Context: an optimization exercise on an open-source flow, tuned for small area, a short achievable clock period and few clock cycles. The choices shown serve that exercise and are no tape-out recipe.
Function was checked by simulation only, so behaviour that the tests miss may differ from the original.
No activity file was given, so power comes from the tool's default toggle rates.

==> design/flow/constraint.sdc <==
create_clock -name core_clock -period 8.0 [get_ports {CLK}]
set_input_delay 1.6000 -clock core_clock [delete_from_list [all_inputs] [get_ports {CLK}]]
set_output_delay 1.6000 -clock core_clock [all_outputs]
set_load 0.01 [all_outputs]
==> design/flow/run.sh <==
#!/bin/bash
# synth_recipe.tcl (not shown) runs the flow's synth.tcl, then flattens the netlist and writes it again
# the make line also repeats each setting of config.mk as NAME=value (left out here)
make -C /OpenROAD-flow-scripts/flow DESIGN_CONFIG=/design/flow/config.mk WORK_HOME=/design/flow/orfs CLKGATE_MAP_FILE= SYNTH_SCRIPT=/design/flow/synth_recipe.tcl finish
==> design/flow/config.mk <==
export PLATFORM = sky130hd
export DESIGN_NAME = JAM
export DESIGN_NICKNAME = JAM
export VERILOG_FILES = /design/flow/design.v
export SDC_FILE = /design/flow/constraint.sdc
export NUM_CORES = 4
export LEC_CHECK = 0
export CAP_MARGIN = 20
export CORE_MARGIN = 2
export CORE_UTILIZATION = 40
export SETUP_SLACK_MARGIN = 3.5
export SLEW_MARGIN = 20
==> design/flow/design.v <==
module JAM (
input CLK,
input RST,
output reg [2:0] W,
output reg [2:0] J,
input [6:0] Cost,
output reg [3:0] MatchCount,
output reg [9:0] MinCost,
output reg Valid );
localparam P_COL = 3'd0, P_FL = 3'd1, P_FL2 = 3'd2, P_INIT = 3'd3, P_DFS = 3'd4, P_DONE = 3'd5, P_INIT2 = 3'd6, P_INIT3 = 3'd7;
reg [2:0]  phase;
reg [6:0]  colm [0:7];    
reg [6:0]  cmprev;        
reg [6:0]  sr [0:7];      
reg [6:0]  rowm [0:7];
reg [2:0]  am   [0:7];
reg [2:0]  key  [0:7];
reg [2:0]  lid  [0:7];
reg [2:0]  lkey [0:7];
reg [2:0]  W1, Wm;        
reg [7:0]  Lh;            
reg [9:0]  LB0;           
reg [6:0]  dcol [0:6];    
reg [2:0]  job [0:6];     
reg [7:0]  U;             
reg        adv;           
reg [11:0] G;             
reg [6:0]  cmJ;           
integer k;
function [6:0] sel7;
    input [55:0] v;
    input [2:0] i;
    integer n;
    begin
        sel7 = 7'd0;
        for (n = 0; n < 8; n = n + 1)
            sel7 = sel7 | ({7{i == n}} & v[7*n +: 7]);
    end
endfunction
function [2:0] sel3;
    input [23:0] v;
    input [2:0] i;
    integer n;
    begin
        sel3 = 3'd0;
        for (n = 0; n < 8; n = n + 1)
            sel3 = sel3 | ({3{i == n}} & v[3*n +: 3]);
    end
endfunction
wire [55:0] colm_f = {colm[7], colm[6], colm[5], colm[4], colm[3], colm[2], colm[1], colm[0]};
wire [55:0] rowm_f = {rowm[7], rowm[6], rowm[5], rowm[4], rowm[3], rowm[2], rowm[1], rowm[0]};
wire [23:0] am_f   = {am[7], am[6], am[5], am[4], am[3], am[2], am[1], am[0]};
wire [23:0] key_f  = {key[7], key[6], key[5], key[4], key[3], key[2], key[1], key[0]};
wire [6:0] cm  = sel7(colm_f, J);
wire [6:0] nc  = (W == 3'd0 || Cost < cm) ? Cost : cm;
wire       pr  = (phase == P_COL && J != 3'd0) || (phase == P_FL);
wire [2:0] pc  = (phase == P_FL) ? 3'd7 : J - 3'd1;
wire [6:0] d   = sr[7] - cmprev;
wire [6:0] rw  = sel7(rowm_f, W);
wire       lt2 = (pc == 3'd0 || d < rw);
wire       eq2 = (d == rw);
wire       do_ins = (phase == P_FL && W != 3'd0) || (phase == P_FL2);
wire [2:0] ins_id = W - 3'd1;
wire [2:0] ins_key = sel3(key_f, ins_id);
wire [6:0] ins_rm  = sel7(rowm_f, ins_id);
reg  [7:0] gt;
always @(*) begin
    for (k = 0; k < 8; k = k + 1)
        gt[k] = (k >= ins_id) || (lkey[k] > ins_key);
end
wire [7:0] Lup = {Lh[6:0], 1'b0};      
wire [7:0] Ldn = {1'b0, Lh[7:1]};      
wire [6:0] rm1 = sel7(rowm_f, W1);
wire [2:0] na  = sel3(am_f, W1);
wire [6:0] rmc = sel7(rowm_f, W);
wire [2:0] ca  = sel3(am_f, W);
wire [2:0] pa  = sel3(am_f, Wm);
reg  [2:0] pj, lid2u, lid2d;           
reg  [6:0] dm;                         
always @(*) begin
    pj = 3'd0; dm = 7'd0; lid2u = 3'd0; lid2d = 3'd0;
    for (k = 0; k < 7; k = k + 1) begin
        pj = pj | ({3{Ldn[k]}} & job[k]);
        dm = dm | ({7{Ldn[k]}} & dcol[k]);
    end
    for (k = 0; k < 6; k = k + 1) begin
        lid2u = lid2u | ({3{Lh[k]}} & lid[k + 2]);
        lid2d = lid2d | ({3{Lh[k + 2]}} & lid[k]);
    end
end
wire [11:0] thr = G + {5'd0, cmJ};
wire thr_neg = thr[11];
wire thr_big = |thr[10:7];
function [1:0] cmp7;
    input [6:0] a, b;
    reg [7:0] l, e;
    reg [3:0] l1, e1;
    reg [1:0] l2, e2;
    integer i;
    begin
        l = {1'b0, ~a & b};
        e = {1'b1, ~(a ^ b)};
        for (i = 0; i < 4; i = i + 1) begin
            l1[i] = l[2*i+1] | (e[2*i+1] & l[2*i]);
            e1[i] = e[2*i+1] & e[2*i];
        end
        for (i = 0; i < 2; i = i + 1) begin
            l2[i] = l1[2*i+1] | (e1[2*i+1] & l1[2*i]);
            e2[i] = e1[2*i+1] & e1[2*i];
        end
        cmp7 = {l2[1] | (e2[1] & l2[0]), e2[1] & e2[0]};
    end
endfunction
wire [1:0] c7 = cmp7(Cost, thr[6:0]);
wire ok   = !adv && !thr_neg && (thr_big || c7[1] || c7[0]);
wire less = !thr_neg && (thr_big || c7[1]);
wire leaf = Lh[7];
wire push = ok && !leaf;
wire better = leaf && ok && less;
wire [7:0] candN  = ~U & ~(8'd1 << ca) & ((J == ca) ? 8'hff : (8'hfe << J));
reg  [2:0] nxt; reg has_nxt;
always @(*) begin
    has_nxt = 1'b0; nxt = 3'd0;
    for (k = 7; k >= 0; k = k - 1)
        if (candN[k]) begin has_nxt = 1'b1; nxt = k; end
end
wire [7:0] freeP = ~(U | (8'd1 << J));
reg  [2:0] first;
always @(*) begin
    first = 3'd0;
    for (k = 7; k >= 0; k = k - 1)
        if (freeP[k]) first = k;
    if (freeP[na]) first = na;
end
wire [7:0] Up    = U & ~(8'd1 << pj);
wire [7:0] candP = ~Up & ~(8'd1 << pa) & ((pj == pa) ? 8'hff : (8'hfe << pj));
reg  [2:0] pnxt; reg has_pnxt;
always @(*) begin
    has_pnxt = 1'b0; pnxt = 3'd0;
    for (k = 7; k >= 0; k = k - 1)
        if (candP[k]) begin has_pnxt = 1'b1; pnxt = k; end
end
wire [6:0] cm_first = sel7(colm_f, first);
wire [6:0] cm_nxt   = sel7(colm_f, nxt);
wire [6:0] cm_pop   = sel7(colm_f, pnxt);
function [23:0] csa;    
    input [11:0] x, y, z;
    begin
        csa[11:0]  = x ^ y ^ z;
        csa[23:12] = {(x[10:0] & y[10:0]) | (x[10:0] & z[10:0]) | (y[10:0] & z[10:0]), 1'b0};
    end
endfunction
function [11:0] padd;    
    input [11:0] a, b;
    input cin;
    reg [11:0] g, p, gg, pp, g2, p2;
    integer i, lev, blk;
    begin
        g = a & b; p = a ^ b;
        gg = g; pp = p;
        gg[0] = g[0] | (p[0] & cin);
        for (lev = 0; lev < 4; lev = lev + 1) begin
            g2 = gg; p2 = pp;
            for (i = 0; i < 12; i = i + 1)
                if ((i >> lev) & 1) begin
                    blk = ((i >> lev) << lev) - 1;
                    g2[i] = gg[i] | (pp[i] & gg[blk]);
                    p2[i] = pp[i] & pp[blk];
                end
            gg = g2; pp = p2;
        end
        padd = p ^ {gg[10:0], cin};
    end
endfunction
wire [11:0] e_cm   = {5'd0, cmJ};
wire [11:0] e_rm1  = {5'd0, rm1};
wire [11:0] n_cost = ~{5'd0, Cost};
wire [23:0] gp1 = csa(G, e_cm, e_rm1);
wire [23:0] gp2 = csa(gp1[11:0], gp1[23:12], n_cost);
wire [11:0] g_push = padd(gp2[11:0], gp2[23:12], 1'b1);
wire [23:0] lc1 = csa({2'd0, MinCost}, ~G, ~e_cm);
wire [23:0] lc2 = csa(lc1[11:0], lc1[23:12], {5'd0, Cost});
wire [11:0] leafsum = padd(lc2[11:0], {lc2[23:13], 1'b1}, 1'b1);
wire [9:0]  leafcost = leafsum[9:0];
wire [23:0] gb1     = csa(G, ~{5'd0, rmc}, {5'd0, dm});
wire [11:0] g_pop   = padd(gb1[11:0], gb1[23:12], 1'b1);
wire [23:0] gq1     = csa({5'd0, dm}, ~{5'd0, rmc}, ~e_cm);
wire [23:0] gq2     = csa(gq1[11:0], gq1[23:12], {5'd0, Cost});
wire [11:0] g_popb  = padd(gq2[11:0], {gq2[23:13], 1'b1}, 1'b1);
wire [6:0]  dnow    = Cost - cmJ;
always @(posedge CLK) begin
    if (phase == P_COL) begin
        for (k = 0; k < 8; k = k + 1)
            if (J == k) colm[k] <= nc;
        if (W == 3'd7) cmprev <= nc;
    end
    sr[0] <= Cost;
    for (k = 1; k < 8; k = k + 1)
        sr[k] <= sr[k - 1];
    if (pr) begin
        for (k = 0; k < 8; k = k + 1)
            if (W == k) begin
                if (lt2) begin
                    rowm[k] <= d;
                    am[k] <= pc;
                    key[k] <= 3'd0;
                end else if (eq2) begin
                    am[k] <= pc;
                    key[k] <= key[k] + 3'd1;
                end
            end
    end
    if (do_ins) begin
        for (k = 0; k < 8; k = k + 1)
            if (gt[k]) begin
                if (k > 0 && gt[k - 1]) begin
                    lid[k]  <= lid[k - 1];
                    lkey[k] <= lkey[k - 1];
                end else begin
                    lid[k]  <= ins_id;
                    lkey[k] <= ins_key;
                end
            end
    end
    if (phase == P_DFS) begin
        for (k = 0; k < 7; k = k + 1)
            if (Lh[k]) job[k] <= J;
        for (k = 0; k < 7; k = k + 1)
            if (Lh[k]) dcol[k] <= dnow;
    end
end
reg [2:0]  phase_n, W_n, J_n;
reg        Valid_n, adv_n;
reg [2:0]  W1_n, Wm_n;
reg [7:0]  Lh_n, U_n;
reg [11:0] G_n;
reg [6:0]  cmJ_n;
reg [9:0]  LB0_n;
reg [9:0]  MinCost_n;
reg [3:0]  MatchCount_n;
always @(*) begin
    phase_n = phase; W_n = W; J_n = J; Valid_n = Valid;
    W1_n = W1; Wm_n = Wm;
    Lh_n = Lh; U_n = U; adv_n = adv; G_n = G; cmJ_n = cmJ; LB0_n = LB0;
    MinCost_n = MinCost; MatchCount_n = MatchCount;
    case (phase)
    P_COL: begin
        if (W == 3'd0) LB0_n = (J == 3'd0) ? 10'd0 : LB0 + {3'd0, cmprev};
        {J_n, W_n} = {J, W} + 6'd1;
        if (W == 3'd7 && J == 3'd7) phase_n = P_FL;
    end
    P_FL: begin
        LB0_n = LB0 + {3'd0, (W == 3'd0) ? cmprev : ins_rm};
        W_n = W + 3'd1;
        if (W == 3'd7) phase_n = P_FL2;
    end
    P_FL2: begin
        LB0_n = LB0 + {3'd0, ins_rm};
        phase_n = P_INIT;
    end
    P_INIT: begin
        W_n = lid[0];
        W1_n = lid[1];
        Lh_n = 8'd1;
        U_n = 8'd0;
        adv_n = 1'b0;
        MinCost_n = 10'd1023;
        MatchCount_n = 4'd0;
        phase_n = P_INIT2;
    end
    P_INIT2: begin
        G_n = 12'd1023 - {2'd0, LB0} + {5'd0, rmc};
        J_n = ca;
        phase_n = P_INIT3;
    end
    P_INIT3: begin
        cmJ_n = cm;
        phase_n = P_DFS;
    end
    P_DFS: begin
        adv_n = 1'b0;
        if (better) begin
            MinCost_n = leafcost;
            MatchCount_n = 4'd1;
        end else if (leaf && ok)
            MatchCount_n = MatchCount + 4'd1;
        if (push) begin
            U_n = U | (8'd1 << J);
            Lh_n = Lup;
            W_n = W1;
            Wm_n = W;
            W1_n = lid2u;
            J_n = first;
            G_n = g_push;
            cmJ_n = cm_first;
        end else if (has_nxt && !leaf) begin
            J_n = nxt;
            cmJ_n = cm_nxt;
        end else if (Lh[0]) begin
            phase_n = P_DONE;
            Valid_n = 1'b1;
        end else begin
            Lh_n = Ldn;
            W_n = Wm;
            W1_n = W;
            Wm_n = lid2d;
            U_n = Up;
            J_n = has_pnxt ? pnxt : pj;
            adv_n = !has_pnxt;
            G_n = better ? g_popb : g_pop;
            cmJ_n = cm_pop;
        end
    end
    default: ;
    endcase
end
always @(posedge CLK or posedge RST) begin
    if (RST) begin
        phase <= P_COL;
        W <= 3'd0;
        J <= 3'd0;
        Valid <= 1'b0;
    end else begin
        phase <= phase_n;
        W <= W_n;
        J <= J_n;
        Valid <= Valid_n;
    end
end
always @(posedge CLK) begin
    Lh <= Lh_n;
    W1 <= W1_n;
    Wm <= Wm_n;
    U <= U_n;
    adv <= adv_n;
    G <= G_n;
    cmJ <= cmJ_n;
    LB0 <= LB0_n;
    MinCost <= MinCost_n;
    MatchCount <= MatchCount_n;
end
endmodule
==> results.env, run 1 <==
YOSYS.CELL_TYPES.COUNT=103
TRITONCTS_NUM_SINKS=414
PWR_DENSITY_CELL_mW_PER_MM2=145.9
HOLD_VIOLATIONS=0
TRITONCTS_CLOCK_TREE='yes'
SEQ_AREA_FRAC_SYNTH_PCT=45.33
CLOCK_TREE.ROOT_CELL='sky130_fd_sc_hd__clkbuf_16'
SYN_TO_FINAL_GROWTH_PCT=23.51
GRT_FIRST_PASS_WIRELENGTH_MICRONS=137600
DETAILROUTE.VIA_COUNT=22170
HP-START='sr[6][3]'
FINALNETCOUNT=2873
TIMING.HOLD.WORST_PATH_DEPTH=0
DIE-HEIGHT_MICRONS=259.3
FIN_SETUP_TNS_NS=0
ROUTE.DETAILED.VIAS_PER_INST=6.260
WORST_CASE_CLOCK_BUFFER_DEPTH=3
POST-DP-HPWL_MICRONS=63820
CLOCK_TREE.HTREE_LEVEL_COUNT=2
CLOCK_BUFFERS_CREATED_BY_TRITONCTS=49
FINALWEIGHTEDCONGESTION=0.9827
SYNTH_TOP_FLOP_CELL='sky130_fd_sc_hd__edfxtp_1'
SYNTHESIZED_AREA_DIVIDED_BY_SYNTHESIZED_CELL_COUNT_SQ_UM=10.68
MAXSLEWHEADROOM_PCT=27.32
DRC_ERRORS=0
CRITICAL-PATH-TOP-DELAY-FAMILY='compound AO/OA/AOI/OAI gates'
LEAKAGE_POWER_SUMMED_OVER_ALL_CELLS_nW=12.14
FINAL_COMMON_CELL='sky130_fd_sc_hd__edfxtp_1'
PORT_BUFFERS=29
CAP_VIOL_MAX_COUNT=0
DRTPASS1ITERATIONS=9
CRIT_PATH_MAX_INCR_DELAY_NS=0.47
WORST_SKEW_PAIR.LATE_LATENCY_NS=0.61
RRSETUPSLACK_NS=2.87
CRITICAL_PATH.STARTPOINT_TYPE='flop'
ENDPOINT_OF_THE_WORST_HOLD_PATH='sr[7][3]'
NETLIST_INSTANCES=2443
WORST_CLOCK_SKEW_NS=0.02844
PATH_CLASS_OF_THE_LOWEST_SLACK_MIN_DELAY_PATH='reg -> reg'
GR-TOTAL-OVERFLOW=0
CORE_SQ_MM=0.06446
FLOORPLAN.INITIALDENSITY_PCT=40.46
CLK_PIN_SLEW_WORST_PATHS_NS=0.06
FIRST_GLOBAL_VIAS=21520
WIRE_PER_INST_MICRONS=26.56
GROUTE.USAGE.OVERALL_PCT=27.17
MOST_USED_CELLS_IN_THE_LAYOUT_EXCLUDING_FILL_AND_TAP_CELLS='348 x sky130_fd_sc_hd__edfxtp_1, 190 x sky130_fd_sc_hd__nand2_1, 187 x sky130_fd_sc_hd__buf_4'
SYNTH_AREA_SQ_MM=0.02608
SETUP_VIOL=0
WORSTPATHARRIVAL_NS=5.58
WHS_NS=0.3220
CRIT_PATH_CELL_TRACE='buf_12, clkinvlp_4, buf_6, ha_4, buf_6, buf_6, a222oi_1, mux2i_1, a221o_2, inv_2, fa_1, fa_1, ha_1, a21boi_2, o21a_1, o21a_1, o21a_1, o31ai_4, buf_4, o211ai_1, o21ai_1, nand3_1, o21ai_1'
YS_WARN_COUNT=11
TIMING.FMAX_GHz=0.1950
DRT_ITER0_DRCS=2662
WORST-PATH-BUF-INV=7
DIEAREA_SQ_MM=0.06726
FINAL.PERIOD_UTILIZATION_PCT=64.11
PERIOD_MINUS_SLACK_NS=5.129
CRITICAL_PATH_REQUIRED_NS=8.45
WORST-PATH-MAX-FANOUT=7
CRITICAL_PATH_CLASS='reg -> reg'
WORSTSETUPENDPOINTTYPE='flop'
REG2REG_TO='G[9]'
ANT_NETS=0
IO_PINS=30
CTS-HOLD-FIX-BUFFERS=0
FP.DIEW_MICRONS=259.3
YS_ASYNC_SR_FRACTION_PCT=2.415
WIRELENGTH_MICRONS=94060
WORST_PATH_MAX_DELAY_CELL='sky130_fd_sc_hd__fa_1'
RUN_STATUS='timing/DRC/antenna clean'
ROW_COUNT=93
TIMING_MAX_TRANSITION_VIOLATIONS_FINAL=0
PEAKVDDDROP_uV=162.2
WORST_SLEW_PIN_SLEW_NS=1.082
POST_ROUTE_CELLS_DRIVE_ABOVE_1_SHARE_PCT=22.75
DPL-INSTANCE-AREA_SQ_MM=0.02730
RSZ0062_AT_GRT='yes'
NET_COUNT_OF_THE_MAPPED_NETLIST=2668
NUMBER_OF_SYNTHESIZED_FLOPS_WITH_AN_ENABLE_PIN=348
PIN_COUNT_OF_THE_BIGGEST_NET_ENTERING_GLOBAL_ROUTING=42
TIMING.REG2REG.WORST_PATH_DEPTH=23
GRT_ANTENNA_BEFORE_REPAIR=2
R2R_STARTPOINT='W[0]'
FINALCOREUTILIZATION_PCT=49.97
FINAL_DESIGN_AREA_NO_FILL_SQ_MM=0.03221
SYNTH_SEQ_CELLS=414
[through the flow]
stage          worst slack [ns]  power, W  cells
3_3_place_gp              1.950  0.002520   3237
6_report                  2.871  0.004700   3542
5_1_grt                   2.678  0.004823   3541
2_1_floorplan             2.990  0.002468   2443
4_1_cts                   2.972  0.004713   3473
3_5_place_dp              2.115  0.002525   3237
[cells in the mapped netlist, types with 31 or more instances]
cell	number	area, sq um
sky130_fd_sc_hd__xnor2_1	47	411.6
sky130_fd_sc_hd__fa_1	65	1301
sky130_fd_sc_hd__a22oi_1	64	480.5
sky130_fd_sc_hd__dfxtp_1	56	1121
sky130_fd_sc_hd__nor2_1	165	619.3
sky130_fd_sc_hd__edfxtp_1	348	10450
sky130_fd_sc_hd__nand3_1	73	365.4
sky130_fd_sc_hd__a221oi_1	34	297.8
sky130_fd_sc_hd__ha_1	151	1889
sky130_fd_sc_hd__mux2i_1	55	550.5
sky130_fd_sc_hd__o211ai_1	31	232.7
sky130_fd_sc_hd__a21o_1	50	375.4
sky130_fd_sc_hd__a31oi_1	41	256.5
sky130_fd_sc_hd__a21oi_1	118	590.6
sky130_fd_sc_hd__a222oi_1	39	390.4
sky130_fd_sc_hd__clkbuf_1	81	304.0
sky130_fd_sc_hd__o21ai_0	102	510.5
sky130_fd_sc_hd__nand2_1	194	728.2
sky130_fd_sc_hd__inv_1	178	668.1
[final cells by class]
class | instances | area (sq um)
Inverter | 178 | 694.4
Tap cell | 855 | 1070
Antenna cell | 1 | 2.502
Clock inverter | 28 | 205.2
Sequential cell | 414 | 11830
Timing Repair inverter | 1 | 7.507
Fill cell | 5745 | 32250
Multi-Input combinational cell | 1722 | 14340
Clock buffer | 61 | 1343
Timing Repair Buffer | 282 | 2724
[worst reg2reg max path: cells and delay by family (launching register included)]
kind | cells | cell delay (ns)
AO/OA/AOI/OAI | 10 | 2.05
adder cells (fa/ha/maj) | 4 | 1.38
buffers and inverters | 7 | 0.93
flip-flops | 1 | 0.39
multiplexers | 1 | 0.14
AND/OR/NAND/NOR | 1 | 0.09
[timing repair]
action	CTS	global route
pin swaps	76	109
resized for setup	217	124
setup endpoints to repair	372	257
cloned	3	4
buffers inserted	144	63
[flip-flops by register name (all words and copies together), names as in the netlist, 4 cells and up, named ones only]
| register | cells |
|---|---|
| lid | 24 |
| MatchCount | 4 |
| key | 24 |
| dcol | 49 |
| job | 21 |
| Lh | 8 |
| lkey | 21 |
| cmJ | 7 |
| U | 8 |
| LB0 | 10 |
| G | 12 |
| rowm | 56 |
| colm | 56 |
| cmprev | 7 |
| MinCost | 10 |
| sr | 56 |
| am | 24 |
[layer usage]
metal / vias to the layer above / track usage, % / part of all wire [%] / wire, microns
met2: 1221 / 43.49 / 46 / 43080
met4: 0 / 13.83 / 5.6 / 5240
met1: 11000 / 35.52 / 40 / 37500
met3: 287 / 4.589 / 8.8 / 8238
met5: - / 0 / 0 / 0
li1: 9662 / - / - / -
[kinds of logic after synthesis]
| family | synth area share, % |
|---|---|
| adders and majority gates | 12.23 |
| muxes | 4.227 |
| and+or+nand+nor | 11.30 |
| AOI/OAI and AO/OA | 20.09 |
| xor gates and xnor gates | 2.183 |
| DFF | 45.33 |
| buffers and inverters | 4.639 |
[worst max path at each step]
stage / from / endpoint / depth (start not counted)
5_1_grt: W[0] / G[9] / 23
4_1_cts: W[0] / G[11] / 21
3_3_place_gp: Cost[1] / G[11] / 13
6_report: W[0] / G[9] / 23
3_5_place_dp: Cost[4] / cmJ[3] / 11
2_1_floorplan: W[0] / G[10] / 22
[report_power, final]
| part | total [W] | leakage (nW) | switching (W) | internal (W) |
|---|---|---|---|---|
| sequential | 0.00235 | 3.65 | 0.00000395 | 0.00234 |
| combinational | 0.000169 | 7.75 | 0.0000999 | 0.0000686 |
| clock | 0.00218 | 0.748 | 0.000955 | 0.00123 |
Testbench counts, summed over its fixed seeds: cycles 4,608.
==> run 2, diff against run 1 <==
--- a/design/flow/config.mk
+++ b/design/flow/config.mk
@@ -9,4 +9,4 @@
 export CORE_MARGIN = 2
 export CORE_UTILIZATION = 40
-export SETUP_SLACK_MARGIN = 3.5
+export SETUP_SLACK_MARGIN = 3.0
 export SLEW_MARGIN = 20
==> results.env, run 2 <==
CRITICAL_PATH.STARTPOINT_TYPE='flop'
WIRELENGTH_MICRONS=88930
POST-DP-HPWL_MICRONS=62460
PEAKVDDDROP_uV=175.7
DP_WORST_SETUP_SLACK_NS=2.038
LARGEST_REGISTERS='colm (56), rowm (56), sr (56)'
WORST_SKEW_PAIR.LATE_LATENCY_NS=0.61
CRIT_PATH_CELL_TRACE='buf_12, clkinvlp_4, buf_6, ha_4, buf_4, buf_6, a222oi_1, mux2i_1, a221o_1, inv_1, fa_1, fa_1, ha_1, o21a_1, o21a_1, o21a_1, o31ai_4, or2_4, o21ai_1, o31ai_1'
DRC_ERRORS=0
CLOCK_TREE.ROOT_CELL='sky130_fd_sc_hd__clkbuf_16'
WORST_PATH_MAX_DELAY_CELL='sky130_fd_sc_hd__fa_1'
CRITICAL-PATH-TOP-DELAY-FAMILY='compound AO/OA/AOI/OAI gates'
CRITICAL_PATH_REQUIRED_NS=8.43
MAXSLEWHEADROOM_PCT=28.14
ROUTE.DETAILED.VIAS_PER_INST=6.255
FIN_SETUP_TNS_NS=0
RUN_STATUS='timing/DRC/antenna clean'
GRT_FIRST_PASS_WIRELENGTH_MICRONS=131500
DIE-HEIGHT_MICRONS=259.3
CLOCK_BUFFERS_CREATED_BY_TRITONCTS=48
ROW_COUNT=93
SYN_TO_FINAL_GROWTH_PCT=15.74
WORST-PATH-BUF-INV=6
GRT_ANTENNA_BEFORE_REPAIR=0
POST_ROUTE_CELLS_DRIVE_ABOVE_1_SHARE_PCT=14.59
DETAILROUTE.VIA_COUNT=21300
POWER_SWITCHING_SHARE_PCT=21.79
DRT_ITER0_DRCS=2787
FINAL_DESIGN_AREA_NO_FILL_SQ_MM=0.03018
CP_COMMON_CELL='sky130_fd_sc_hd__o21a_1'
FINALNETCOUNT=2736
FINALWEIGHTEDCONGESTION=0.9549
GROUTE.USAGE.OVERALL_PCT=25.94
FINAL_COMMON_CELL='sky130_fd_sc_hd__edfxtp_1'
DRTPASS1ITERATIONS=11
CLOCK_TREE.HTREE_LEVEL_COUNT=2
FLOORPLAN.INITIALDENSITY_PCT=40.46
SYNTHDOMINANTAREACELLTYPE='sky130_fd_sc_hd__edfxtp_1'
PERIOD_MINUS_SLACK_NS=5.174
SEQ_AREA_FRAC_SYNTH_PCT=45.33
CAP_VIOL_MAX_COUNT=0
ANTENNA_CELLS_INSERTED=0
WORST_CLOCK_SKEW_NS=0.03491
SYNTH_MOST_COMMON_CELL='sky130_fd_sc_hd__edfxtp_1'
PIN_COUNT_OF_THE_BIGGEST_NET_ENTERING_GLOBAL_ROUTING=38
SEQPWRFRAC_PCT=49.6
SHARE_OF_POWER_BURNED_IN_COMBINATIONAL_LOGIC_PCT=2.9
INTERNAL_POWER_W=0.003704
CLK_PIN_SLEW_WORST_PATHS_NS=0.07
WORSTPATHARRIVAL_NS=5.60
TRITONCTS_CLOCK_TREE='yes'
NET_COUNT_OF_THE_MAPPED_NETLIST=2668
SYNTH_TOP_FLOP_CELL='sky130_fd_sc_hd__edfxtp_1'
SYNTH.TOP_CELLS.BY_AREA='sky130_fd_sc_hd__edfxtp_1 40%, sky130_fd_sc_hd__ha_1 7.2%, sky130_fd_sc_hd__fa_1 5.0%'
YOSYSTOPAREACELLSHARE_PCT=40.07
POSTLAYOUTSETUPSLACKWORST_NS=2.826
CRITICAL_PATH_CLASS='reg -> reg'
FP.DIEW_MICRONS=259.3
WORST-PATH-MAX-FANOUT=11
GR-TOTAL-OVERFLOW=0
PATH_CLASS_OF_THE_LOWEST_SLACK_MIN_DELAY_PATH='reg -> reg'
SYNTH.CELLS.MOST_FREQUENT='348 x sky130_fd_sc_hd__edfxtp_1, 194 x sky130_fd_sc_hd__nand2_1, 178 x sky130_fd_sc_hd__inv_1'
DPL-INSTANCE-AREA_SQ_MM=0.02727
SYNTH_SEQ_CELLS=414
CTS-HOLD-FIX-BUFFERS=0
HOLD_VIOLATIONS=0
PORT_BUFFERS=29
WORST_SLEW_PIN_SLEW_NS=1.078
ANT_NETS=0
MOST_USED_CELLS_IN_THE_LAYOUT_EXCLUDING_FILL_AND_TAP_CELLS='348 x sky130_fd_sc_hd__edfxtp_1, 194 x sky130_fd_sc_hd__nand2_1, 173 x sky130_fd_sc_hd__inv_1'
CRIT_PATH_MAX_INCR_DELAY_NS=0.45
RSZ0062_AT_GRT='yes'
NETLIST_INSTANCES=2443
CORE_SQ_MM=0.06446
TRITONCTS_NUM_SINKS=414
DIEAREA_SQ_MM=0.06726
WORST_CASE_CLOCK_BUFFER_DEPTH=3
WORSTSETUPENDPOINTTYPE='flop'
DESIGN_POWER_TOTAL_W=0.004736
PWR_DENSITY_CELL_mW_PER_MM2=156.9
YOSYS.CELL_TYPES.COUNT=103
SETUP_VIOL=0
P_SW_W=0.001032
SYNTHESIZED_AREA_DIVIDED_BY_SYNTHESIZED_CELL_COUNT_SQ_UM=10.68
NUMBER_OF_SYNTHESIZED_FLOPS_WITH_AN_ENABLE_PIN=348
WIRE_PER_INST_MICRONS=26.12
FIRST_GLOBAL_VIAS=20580
IO_PINS=30
TIMING.FMAX_GHz=0.1933
SYNTH_AREA_SQ_MM=0.02608
YS_ASYNC_SR_FRACTION_PCT=2.415
YS_WARN_COUNT=11
TIMING_MAX_TRANSITION_VIOLATIONS_FINAL=0
POWER.SHARE.CLOCK_PCT=47.5
FINAL.PERIOD_UTILIZATION_PCT=64.68
LEAKAGE_POWER_SUMMED_OVER_ALL_CELLS_nW=11.32
FINALCOREUTILIZATION_PCT=46.82
[run 2: power groups by stage]
stage | Clock, W | Sequential, W | Combinational [W]
after CTS | 0.00229 | 0.00235 | 0.000130
after detailed placement | 0 | 0.00239 | 0.000127
after floorplan | 0 | 0.00239 | 0.0000755
final | 0.00225 | 0.00235 | 0.000136
after global routing | 0.00237 | 0.00235 | 0.000148
after global placement | 0 | 0.00239 | 0.000123
[run 2: final timing paths]
kind | from | endpoint | slack, ns | cells after the start
worst max-delay path | W[0] | G[10] | 2.83 | 20
worst min-delay path | sr[3][5] | sr[4][5] | 0.32 | 0
worst max register to register | W[0] | G[10] | 2.83 | 20
worst min register to register | sr[3][5] | sr[4][5] | 0.32 | 0
max in group asynchronous | RST | J[1] | 6.18 | 2
min in group asynchronous | RST | W[2] | 1.38 | 2
[run 2: layout make-up]
class	instances	area (sq um)
fillers	5905	34280
multi-input cells	1721	13590
flip-flops and latches	414	11830
repair buffers	148	1414
clock buffers	58	1314
well taps	855	1070
inverters	178	675.6
clock inverters	31	296.5
[run 2: kinds of logic after synthesis]
| logic type | count (synthesis) | synth area share (%) |
|---|---|---|
| AND/OR/NAND/NOR | 624 | 11.30 |
| AO/OA/AOI/OAI | 722 | 20.09 |
| adder cells (fa/ha/maj) | 216 | 12.23 |
| buffers and inverters | 308 | 4.639 |
| flip-flops | 414 | 45.33 |
| multiplexers | 94 | 4.227 |
| XOR/XNOR | 65 | 2.183 |
[run 2: per-stage QoR]
| step | instances | hold WS (ns) |
|---|---|---|
| after floorplan | 2443 | 0.3096 |
| after global placement | 3240 | 0.3111 |
| after detailed placement | 3240 | 0.3121 |
| after CTS | 3367 | 0.3211 |
| after global routing | 3405 | 0.3235 |
| final | 3405 | 0.3169 |
[run 2: worst reg2reg max path, delay by kind of cell, from the launching register on]
kind / cells / cell delay [ns]
mux: 1 / 0.13
flops: 1 / 0.39
compound gates: 8 / 2.02
buf+inv: 6 / 0.85
fa+ha+maj: 4 / 1.42
simple gates: 1 / 0.20
[run 2: repair_timing]
item | CTS | global route
hold endpoints to repair | 0 | 0
cloned | 0 | 1
setup endpoints to repair | 315 | 253
resized for setup | 66 | 82
setup buffers | 38 | 37
pin swaps | 21 | 48
[run 2: layer usage]
layer	routed length [microns]	GRT usage [%]	vias up
met1	36720	35.29	10530
met5	0	0	-
met2	39730	40.19	1153
li1	-	-	9376
met3	7875	4.911	244
met4	4604	11.67	0

-- static timing again, ports no longer ideal --
How much do the figures lean on ideal ports? The routed layouts below were timed once more, with nothing changed but the port constraints.
Step 1 sets driving cells, clkbuf_16 on the clock port and buf_2 on the other inputs (assumed; they add their load-dependent delay and slew).
Step 2 adds t to the input delays and takes it off the output delays; t is the mean of the earliest and latest rising clock arrival at the registers after step 1. Input paths then give back, and output paths get back, about the clock's delay inside the block.
Slacks: no drivers / after step 1 / after step 2; pairs: no drivers / after step 1.
run	t (ns)	setup slack, ns	worst hold slack (ns)	clock arrival spread, ns	worst data-port slew with drivers (ns)
run 1	0.653	2.871 / 2.871 / 2.839	0.322 / 0.322 / 0.322	0.029 / 0.029	0.07
run 2	0.653	2.826 / 2.826 / 2.410	0.317 / 0.317 / 0.317	0.039 / 0.039	0.04
After both steps every run listed still meets setup and hold. For run 2, which loses most, drivers alone change the setup slack by 0.000 ns; drivers and shift together by -0.416 ns.
